This is an optimization exercise on Yosys and OpenROAD, whose aim is small area, not a production implementation. At most, simulation tests tie the RTL to the original design; equivalence was not proved. The clock input has no modelled driver; a real chip could not lean on it and would need a root buffer or a full tree.

==> job 4868: inputs <==
==> flow/design.v (excerpt) <==
module neuron (
    input        reset,
    input        clk,
    input  [7:0] i_excitatory,
    input  [7:0] i_inhibitory,
    output       o_spike
);
reg  [13:0] vte;    
reg  [13:0] vti;    
reg  [13:0] v;      
reg         f;      
reg         g;      
wire [13:0] se;     
wire [13:0] si;     
wire [13:0] d;      
wire        ge;     
assign o_spike = f & ~g;
wire g1;
wire s2;
wire c3;
wire g4;
wire s5;
wire c6;
wire m7;
wire s8;
wire c9;
wire m10;
wire s11;
wire c12;
wire s13;
wire c14;
wire g15;
wire s16;
wire c17;
wire s18;
wire c19;
wire s20;
wire c21;
wire s22;
wire c23;
wire s24;
wire c25;
wire s26;
wire c27;
wire s28;
wire c29;
wire s30;
wire c31;
wire s32;
wire c33;
wire s34;
wire c35;
wire s36;
wire c37;
wire s38;
wire c39;
wire s40;
wire c41;
wire s42;
wire c43;
wire s44;
wire c45;
wire s46;
wire c47;
wire s48;
wire c49;
wire s50;
wire c51;
wire s52;
wire c53;
wire s54;
wire c55;
wire s56;
wire c57;
wire s58;
wire c59;
wire s60;
wire c61;
wire s62;
wire c63;
wire s64;
wire c65;
wire s66;
wire c67;
wire s68;
wire c69;
wire s70;
wire c71;
wire s72;
wire c73;
wire s74;
wire c75;
wire s76;
wire c77;
wire s78;
wire c79;
wire s80;
wire c81;
wire s82;
wire c83;
wire s84;
wire c85;
wire s86;
wire c87;
wire s88;
wire c89;
wire s90;
wire c91;
wire x92;
wire x93;
wire s94;
wire c95;
wire s96;
wire c97;
wire s98;
wire c99;
wire s100;
wire c101;
wire s102;
wire c103;
wire s104;
wire c105;
wire s106;
wire c107;
wire s108;
wire c109;
wire s110;
wire c111;
wire s112;
wire c113;
wire s114;
wire c115;
wire s116;
wire c117;
wire s118;
wire c119;
wire s120;
wire c121;
wire g122;
wire m123;
wire s124;
wire c125;
wire g126;
wire s127;
wire c128;
wire m129;
wire s130;
wire c131;
wire m132;
wire s133;
wire c134;
wire s135;
wire c136;
wire s137;
wire c138;
wire s139;
wire c140;
wire s141;
wire c142;
wire s143;
wire c144;
wire s145;
wire c146;
wire s147;
wire c148;
wire s149;
wire c150;
wire s151;
wire c152;
wire s153;
wire c154;
wire s155;
wire c156;
wire s157;
wire c158;
wire s159;
wire c160;
wire s161;
wire c162;
wire s163;
wire c164;
wire s165;
wire c166;
wire s167;
wire c168;
wire s169;
wire c170;
wire s171;
wire c172;
wire s173;
wire c174;
wire s175;
wire c176;
  ...
==> flow/config.mk <==
export PLATFORM = sky130hd
export DESIGN_NAME = neuron
export DESIGN_NICKNAME = neuron
export VERILOG_FILES = /design/flow/design.v
export SDC_FILE = /design/flow/constraint.sdc
export NUM_CORES = 4
export LEC_CHECK = 0
export CAP_MARGIN = 20
export CORE_MARGIN = 2
export CORE_UTILIZATION = 60
export SLEW_MARGIN = 20
export SYNTH_HIERARCHICAL = 1
export SYNTH_MINIMUM_KEEP_SIZE = 0
==> flow/constraint.sdc <==
create_clock -name core_clock -period 12.0 [get_ports {clk}]
set_input_delay 2.4000 -clock core_clock [delete_from_list [all_inputs] [get_ports {clk}]]
set_output_delay 2.4000 -clock core_clock [all_outputs]
set_load 0.01 [all_outputs]
standard.sh (not shown) runs the stock make flow with config.mk's settings and CLKGATE_MAP_FILE= SYNTH_SCRIPT=/design/flow/synth_recipe.tcl, a recipe that flattens the netlist after the stock synthesis.
==> flow/flow/run.sh <==
#!/bin/bash
# Layout: the standard flow, with the port buffers made of the smallest
# buffer cell, a clock tree without dummy loads and without a root buffer
# (the clock port drives the four leaf buffers).
bash standard.sh "BUFFER_PORTS_ARGS=-buffer_cell sky130_fd_sc_hd__buf_1" \
  "CTS_ARGS=-sink_clustering_enable -repair_clock_nets -dont_use_dummy_load -buf_list sky130_fd_sc_hd__clkbuf_8" \
  "POST_CTS_TCL=$(pwd)/flow/post_cts.tcl" \
  finish > standard.log 2>&1
==> flow/flow/post_cts.tcl <==
set block [ord::get_db_block]
set root [$block findInst clkbuf_0_clk]
if { $root != "NULL" } {
  set clk_net [[$root findITerm A] getNet]
  set mid_net [[$root findITerm X] getNet]
  set loads {}
  foreach it [$mid_net getITerms] {
    if { [$it getInst] != $root } { lappend loads $it }
  }
  if { [llength $loads] <= 4 } {
    foreach it $loads {
      $it disconnect
      $it connect $clk_net
    }
    odb::dbInst_destroy $root
    odb::dbNet_destroy $mid_net
    puts "post_cts: removed root buffer, clock port drives [llength $loads] buffers"
  }
}
==> job 664: changes against job 4868 <==
==> flow/flow/run.sh (replaced) <==
#!/bin/bash
# Layout: the standard flow, with the port buffers made of the smallest
# buffer cell and a clock tree without dummy loads.
bash standard.sh "BUFFER_PORTS_ARGS=-buffer_cell sky130_fd_sc_hd__buf_1" \
  "CTS_ARGS=-sink_clustering_enable -repair_clock_nets -dont_use_dummy_load -buf_list sky130_fd_sc_hd__clkbuf_8" \
  finish > standard.log 2>&1
removed: flow/flow/post_cts.tcl
==> comparison <==
Against job 664, the global-route usage of job 4868 is lower by 0.28 points. Between job 4868 and job 664, the lower utilization is in job 4868 (gap 0.19 points). Between job 664 and job 4868, the lower sequential share of layout area is in job 664 (gap 0.069 points). Of job 664 and job 4868, job 664 has the higher cell count (gap about 0.25%, measured against job 4868). Synthesized cell count is the same in job 4868 and job 664. Against job 4868, the via count of job 664 is larger by 0.34%.

* * *

==> inputs of build 28 <==
neuron, a different RTL version from the one above (not shown whole).
==> flow/config.mk <==
export PLATFORM = sky130hd
export DESIGN_NAME = neuron
export DESIGN_NICKNAME = neuron
export VERILOG_FILES = /design/flow/design.v
export SDC_FILE = /design/flow/constraint.sdc
export NUM_CORES = 4
export LEC_CHECK = 0
export CAP_MARGIN = 20
export CORE_MARGIN = 2
export CORE_UTILIZATION = 40
export CTS_BUF_LIST = sky130_fd_sc_hd__clkbuf_4 sky130_fd_sc_hd__clkbuf_8
export SLEW_MARGIN = 20
export SYNTH_HIERARCHICAL = 1
export SYNTH_MINIMUM_KEEP_SIZE = 0
==> flow/constraint.sdc <==
create_clock -name core_clock -period 12.0 [get_ports {clk}]
set_input_delay 2.4000 -clock core_clock [delete_from_list [all_inputs] [get_ports {clk}]]
set_output_delay 2.4000 -clock core_clock [all_outputs]
set_load 0.01 [all_outputs]
run.sh (not shown) runs the stock make flow with config.mk's settings and CLKGATE_MAP_FILE= SYNTH_SCRIPT=/design/flow/synth_recipe.tcl, a recipe that flattens the netlist after the stock synthesis.
Stock flow here: none of the scripts above is used.
==> build 97: changes against build 28 <==
--- a/flow/design.v
+++ b/flow/design.v
@@ -351,60 +351,59 @@
 wire s308;
 wire c309;
 wire x310;
 wire g311;
 wire s312;
 wire c313;
-wire ni314;
-wire s315;
-wire c316;
+wire s314;
+wire c315;
+wire x316;
 wire x317;
 wire x318;
 wire x319;
 wire x320;
-wire x321;
-wire g322;
-wire s323;
-wire c324;
-wire ni325;
-wire s326;
-wire c327;
-wire ni328;
-wire s329;
-wire c330;
-wire ni331;
-wire s332;
-wire c333;
-wire ni334;
-wire s335;
-wire c336;
-wire ni337;
-wire s338;
-wire c339;
-wire ni340;
-wire s341;
-wire c342;
-wire ni343;
-wire s344;
-wire c345;
-wire ni346;
-wire s347;
-wire c348;
-wire ni349;
-wire s350;
-wire c351;
-wire ni352;
-wire s353;
-wire c354;
-wire ni355;
-wire s356;
-wire c357;
-wire ni358;
-wire s359;
-wire c360;
-wire ni361;
+wire g321;
+wire s322;
+wire c323;
+wire ni324;
+wire s325;
+wire c326;
+wire ni327;
+wire s328;
+wire c329;
+wire ni330;
+wire s331;
+wire c332;
+wire ni333;
+wire s334;
+wire c335;
+wire ni336;
+wire s337;
+wire c338;
+wire ni339;
+wire s340;
+wire c341;
+wire ni342;
+wire s343;
+wire c344;
+wire ni345;
+wire s346;
+wire c347;
+wire ni348;
+wire s349;
+wire c350;
+wire ni351;
+wire s352;
+wire c353;
+wire ni354;
+wire s355;
+wire c356;
+wire ni357;
+wire s358;
+wire c359;
+wire ni360;
 assign g1 = vte[2] & vte[0];
 fa u_s2 (.a(vte[3]), .b(vte[1]), .c(vte[0]), .s(s2), .co(c3));
 assign g4 = g1 & s2;
 fa u_s5 (.a(vte[4]), .b(vte[2]), .c(vte[1]), .s(s5), .co(c6));
 assign m7 = (c3 & s5) | (c3 & g4) | (s5 & g4);
 fa u_s8 (.a(vte[5]), .b(vte[3]), .c(vte[2]), .s(s8), .co(c9));
@@ -509,20 +508,20 @@
 x2 u_x196 (.a(x195), .b(c192), .y(x196));
 x2 u_x197 (.a(x196), .b(c194), .y(x197));
 assign g198 = v[1] & v[0];
 assign m199 = (v[2] & v[1]) | (v[2] & g198) | (v[1] & g198);
 assign m200 = (v[3] & v[2]) | (v[3] & m199) | (v[2] & m199);
 x2 u_x201 (.a(v[4]), .b(v[3]), .y(x201));
-assign g202 = v[4] | v[3];
+assign g202 = ~(v[4] | v[3]);
 assign m203 = (v[0] & x201) | (v[0] & ~m200) | (x201 & ~m200);
 assign ni206 = ~v[1];
 fa u_s204 (.a(v[5]), .b(v[4]), .c(ni206), .s(s204), .co(c205));
-assign m207 = (g202 & s204) | (g202 & ~m203) | (s204 & ~m203);
+assign m207 = (g202 & ~s204) | (g202 & m203) | (~s204 & m203);
 assign ni210 = ~v[2];
 fa u_s208 (.a(v[6]), .b(v[5]), .c(ni210), .s(s208), .co(c209));
-assign m211 = (c205 & s208) | (c205 & m207) | (s208 & m207);
+assign m211 = (c205 & s208) | (c205 & ~m207) | (s208 & ~m207);
 assign ni214 = ~v[3];
 fa u_s212 (.a(v[7]), .b(v[6]), .c(ni214), .s(s212), .co(c213));
 fa u_s215 (.a(v[0]), .b(c209), .c(s212), .s(s215), .co(c216));
 fa u_s217 (.a(s215), .b(s20), .c(m211), .s(s217), .co(c218));
 assign ni221 = ~v[4];
 fa u_s219 (.a(v[8]), .b(v[7]), .c(ni221), .s(s219), .co(c220));
@@ -569,96 +568,95 @@
 ha u_s294 (.a(s292), .b(c288), .s(s294), .co(c295));
 assign ni298 = ~v[13];
 fa u_s296 (.a(ni298), .b(v[10]), .c(c290), .s(s296), .co(c297));
 fa u_s299 (.a(s296), .b(s74), .c(c293), .s(s299), .co(c300));
 ha u_s301 (.a(c295), .b(s299), .s(s301), .co(c302));
 x2 u_x303 (.a(v[11]), .b(c297), .y(x303));
-assign g304 = v[11] | c297;
+assign g304 = ~(v[11] | c297);
 assign ni307 = ~x303;
 fa u_s305 (.a(ni307), .b(s84), .c(c300), .s(s305), .co(c306));
 ha u_s308 (.a(c302), .b(s305), .s(s308), .co(c309));
 x2 u_x310 (.a(v[12]), .b(g304), .y(x310));
-assign g311 = v[12] | g304;
-assign ni314 = ~x310;
-fa u_s312 (.a(ni314), .b(s90), .c(c306), .s(s312), .co(c313));
-ha u_s315 (.a(c309), .b(s312), .s(s315), .co(c316));
-x2 u_x317 (.a(v[13]), .b(g311), .y(x317));
-x2 u_x318 (.a(x317), .b(x93), .y(x318));
-x2 u_x319 (.a(x318), .b(c313), .y(x319));
-x2 u_x320 (.a(c316), .b(x319), .y(x320));
-x2 u_x321 (.a(s217), .b(s135), .y(x321));
-assign g322 = s217 | ~s135;
-assign ni325 = ~s139;
-fa u_s323 (.a(s226), .b(g322), .c(ni325), .s(s323), .co(c324));
-assign ni328 = ~s143;
-fa u_s326 (.a(s235), .b(ni328), .c(c324), .s(s326), .co(c327));
-assign ni331 = ~s147;
-fa u_s329 (.a(s244), .b(ni331), .c(c327), .s(s329), .co(c330));
-assign ni334 = ~s151;
-fa u_s332 (.a(s253), .b(ni334), .c(c330), .s(s332), .co(c333));
-assign ni337 = ~s155;
-fa u_s335 (.a(s262), .b(ni337), .c(c333), .s(s335), .co(c336));
-assign ni340 = ~s159;
-fa u_s338 (.a(s271), .b(ni340), .c(c336), .s(s338), .co(c339));
-assign ni343 = ~s163;
-fa u_s341 (.a(s280), .b(ni343), .c(c339), .s(s341), .co(c342));
-assign ni346 = ~s167;
-fa u_s344 (.a(s287), .b(ni346), .c(c342), .s(s344), .co(c345));
-assign ni349 = ~s171;
-fa u_s347 (.a(s294), .b(ni349), .c(c345), .s(s347), .co(c348));
-assign ni352 = ~s175;
-fa u_s350 (.a(s301), .b(ni352), .c(c348), .s(s350), .co(c351));
-assign ni355 = ~s187;
-fa u_s353 (.a(s308), .b(ni355), .c(c351), .s(s353), .co(c354));
-assign ni358 = ~s193;
-fa u_s356 (.a(s315), .b(ni358), .c(c354), .s(s356), .co(c357));
-assign ni361 = ~c357;
-fa u_s359 (.a(x320), .b(x197), .c(ni361), .s(s359), .co(c360));
+assign g311 = ~(v[12] | ~g304);
+fa u_s312 (.a(x310), .b(s90), .c(c306), .s(s312), .co(c313));
+ha u_s314 (.a(c309), .b(s312), .s(s314), .co(c315));
+x2 u_x316 (.a(v[13]), .b(g311), .y(x316));
+x2 u_x317 (.a(x316), .b(x93), .y(x317));
+x2 u_x318 (.a(x317), .b(c313), .y(x318));
+x2 u_x319 (.a(c315), .b(x318), .y(x319));
+x2 u_x320 (.a(s217), .b(s135), .y(x320));
+assign g321 = ~(s217 | ~s135);
+assign ni324 = ~s226;
+fa u_s322 (.a(ni324), .b(g321), .c(s139), .s(s322), .co(c323));
+assign ni327 = ~s235;
+fa u_s325 (.a(ni327), .b(s143), .c(c323), .s(s325), .co(c326));
+assign ni330 = ~s244;
+fa u_s328 (.a(ni330), .b(s147), .c(c326), .s(s328), .co(c329));
+assign ni333 = ~s253;
+fa u_s331 (.a(ni333), .b(s151), .c(c329), .s(s331), .co(c332));
+assign ni336 = ~s262;
+fa u_s334 (.a(ni336), .b(s155), .c(c332), .s(s334), .co(c335));
+assign ni339 = ~s271;
+fa u_s337 (.a(ni339), .b(s159), .c(c335), .s(s337), .co(c338));
+assign ni342 = ~s280;
+fa u_s340 (.a(ni342), .b(s163), .c(c338), .s(s340), .co(c341));
+assign ni345 = ~s287;
+fa u_s343 (.a(ni345), .b(s167), .c(c341), .s(s343), .co(c344));
+assign ni348 = ~s294;
+fa u_s346 (.a(ni348), .b(s171), .c(c344), .s(s346), .co(c347));
+assign ni351 = ~s301;
+fa u_s349 (.a(ni351), .b(s175), .c(c347), .s(s349), .co(c350));
+assign ni354 = ~s308;
+fa u_s352 (.a(ni354), .b(s187), .c(c350), .s(s352), .co(c353));
+assign ni357 = ~s314;
+fa u_s355 (.a(ni357), .b(s193), .c(c353), .s(s355), .co(c356));
+assign ni360 = ~x319;
+fa u_s358 (.a(ni360), .b(x197), .c(c356), .s(s358), .co(c359));
 assign se[0] = s20;
 assign si[0] = s135;
-assign d[0] = x321;
+assign d[0] = x320;
 assign se[1] = s26;
 assign si[1] = s139;
-assign d[1] = s323;
+assign d[1] = ~s322;
 assign se[2] = s32;
 assign si[2] = s143;
-assign d[2] = s326;
+assign d[2] = ~s325;
 assign se[3] = s38;
 assign si[3] = s147;
-assign d[3] = s329;
+assign d[3] = ~s328;
 assign se[4] = s44;
 assign si[4] = s151;
-assign d[4] = s332;
+assign d[4] = ~s331;
 assign se[5] = s50;
 assign si[5] = s155;
-assign d[5] = s335;
+assign d[5] = ~s334;
 assign se[6] = s56;
 assign si[6] = s159;
-assign d[6] = s338;
+assign d[6] = ~s337;
 assign se[7] = s62;
 assign si[7] = s163;
-assign d[7] = s341;
+assign d[7] = ~s340;
 assign se[8] = s68;
 assign si[8] = s167;
-assign d[8] = s344;
+assign d[8] = ~s343;
 assign se[9] = s72;
 assign si[9] = s171;
-assign d[9] = s347;
+assign d[9] = ~s346;
 assign se[10] = s74;
 assign si[10] = s175;
-assign d[10] = s350;
+assign d[10] = ~s349;
 assign se[11] = s84;
 assign si[11] = s187;
-assign d[11] = s353;
+assign d[11] = ~s352;
 assign se[12] = s90;
 assign si[12] = s193;
-assign d[12] = s356;
+assign d[12] = ~s355;
 assign se[13] = x93;
 assign si[13] = x197;
-assign d[13] = ~s359;
-assign ge = ~c360;
+assign d[13] = ~s358;
+assign ge = ~c359;
 always @(posedge clk or negedge reset) begin
     if (!reset) begin
         vte <= 14'd0;
         vti <= 14'd0;
         v   <= 14'd0;
         f   <= 1'b0;
==> flow/flow/run.sh (new file) <==
#!/bin/bash
bash standard.sh "BUFFER_PORTS_ARGS=-buffer_cell sky130_fd_sc_hd__buf_1" \
  "CTS_ARGS=-sink_clustering_enable -repair_clock_nets -dont_use_dummy_load -buf_list sky130_fd_sc_hd__clkbuf_4 -sink_clustering_size 10" \
  finish > standard.log 2>&1
==> flow/standard.sh (new file) <==
#!/bin/bash
# synth_recipe.tcl (not shown) runs the flow's synth.tcl, then flattens the netlist and writes it again
# the make line also repeats each setting of config.mk as NAME=value (left out here)
make -C /OpenROAD-flow-scripts/flow DESIGN_CONFIG=/design/flow/config.mk WORK_HOME=/design/flow/orfs CLKGATE_MAP_FILE= SYNTH_SCRIPT=/design/flow/synth_recipe.tcl "${@:-finish}"
- CORE_UTILIZATION: 40 -> 60
- CTS_BUF_LIST: sky130_fd_sc_hd__clkbuf_4 sky130_fd_sc_hd__clkbuf_8 -> not set
removed: flow/run.sh
==> results.sh <==
export IMPL_result_of_the_run="finished clean"
export IMPL_m1_wl_um=2900
export IMPL_dp_slack_ps=1750
export IMPL_crit_arrival_ps=10390
export IMPL_final_hold_worst_slack_ps=393
export IMPL_instance_area_at_placement_um2=4810
export IMPL_regToRegSetupSlack_ps=1810
export IMPL_synth_cells_most_frequent="134 x fa_1, 44 x dfrtp_1, 28 x inv_1"
export IMPL_clk_pin_slew_ps=90
export IMPL_nFillCells=992
export IMPL_multi_input_area_share=0.661
export IMPL_finalClockSkew_ps=5.49
export IMPL_met2_usage=0.228
the above is filed under build 28

==> results.sh <==
export IMPL_result_of_the_run="finished clean"
export IMPL_multi_input_area_share=0.691
export IMPL_crit_arrival_ps=10720
export IMPL_dp_slack_ps=1490
export IMPL_met2_usage=0.328
export IMPL_nFillCells=563
export IMPL_clk_pin_slew_ps=120
export IMPL_synth_cells_most_frequent="134 x fa_1, 44 x dfrtp_1, 28 x inv_1"
export IMPL_instance_area_at_placement_um2=4620
export IMPL_m1_wl_um=2530
export IMPL_finalClockSkew_ps=21.7
the above is filed under build 97

The RTL of build 28 was laid out without a check of its function.

==> port drivers added, routing unchanged <==
The flow's constraints put no driver on any port. The routed layouts listed below were extracted and timed again, unchanged, in two steps.
Step 1, drivers: a clkbuf_16 drives clk and a buf_2 each remaining input, both assumed.
Step 2 adds t to the input delays and takes it off the output delays; t is the mean of the earliest and latest rising clock arrival at the registers after step 1. Input paths then give back, and output paths get back, about the clock's delay inside the block.
Three values: no drivers, after step 1, after step 2; two values: the first two.
run	t, ns	setup WS [ns]	hold WS [ns]	worst setup path at the end	worst data-port slew with drivers (ns)
job 4868	0.186	1.642 / 1.642 / 1.642	0.389 / 0.389 / 0.389	register to register	0.03
job 664	0.319	1.643 / 1.643 / 1.643	0.389 / 0.389 / 0.389	register to register	0.03
build 28	0.326	1.806 / 1.806 / 1.806	0.393 / 0.393 / 0.393	register to register	0.04
build 97	0.348	1.532 / 1.532 / 1.532	0.396 / 0.396 / 0.396	register to register	0.03
After both steps setup and hold are still met in every run listed.
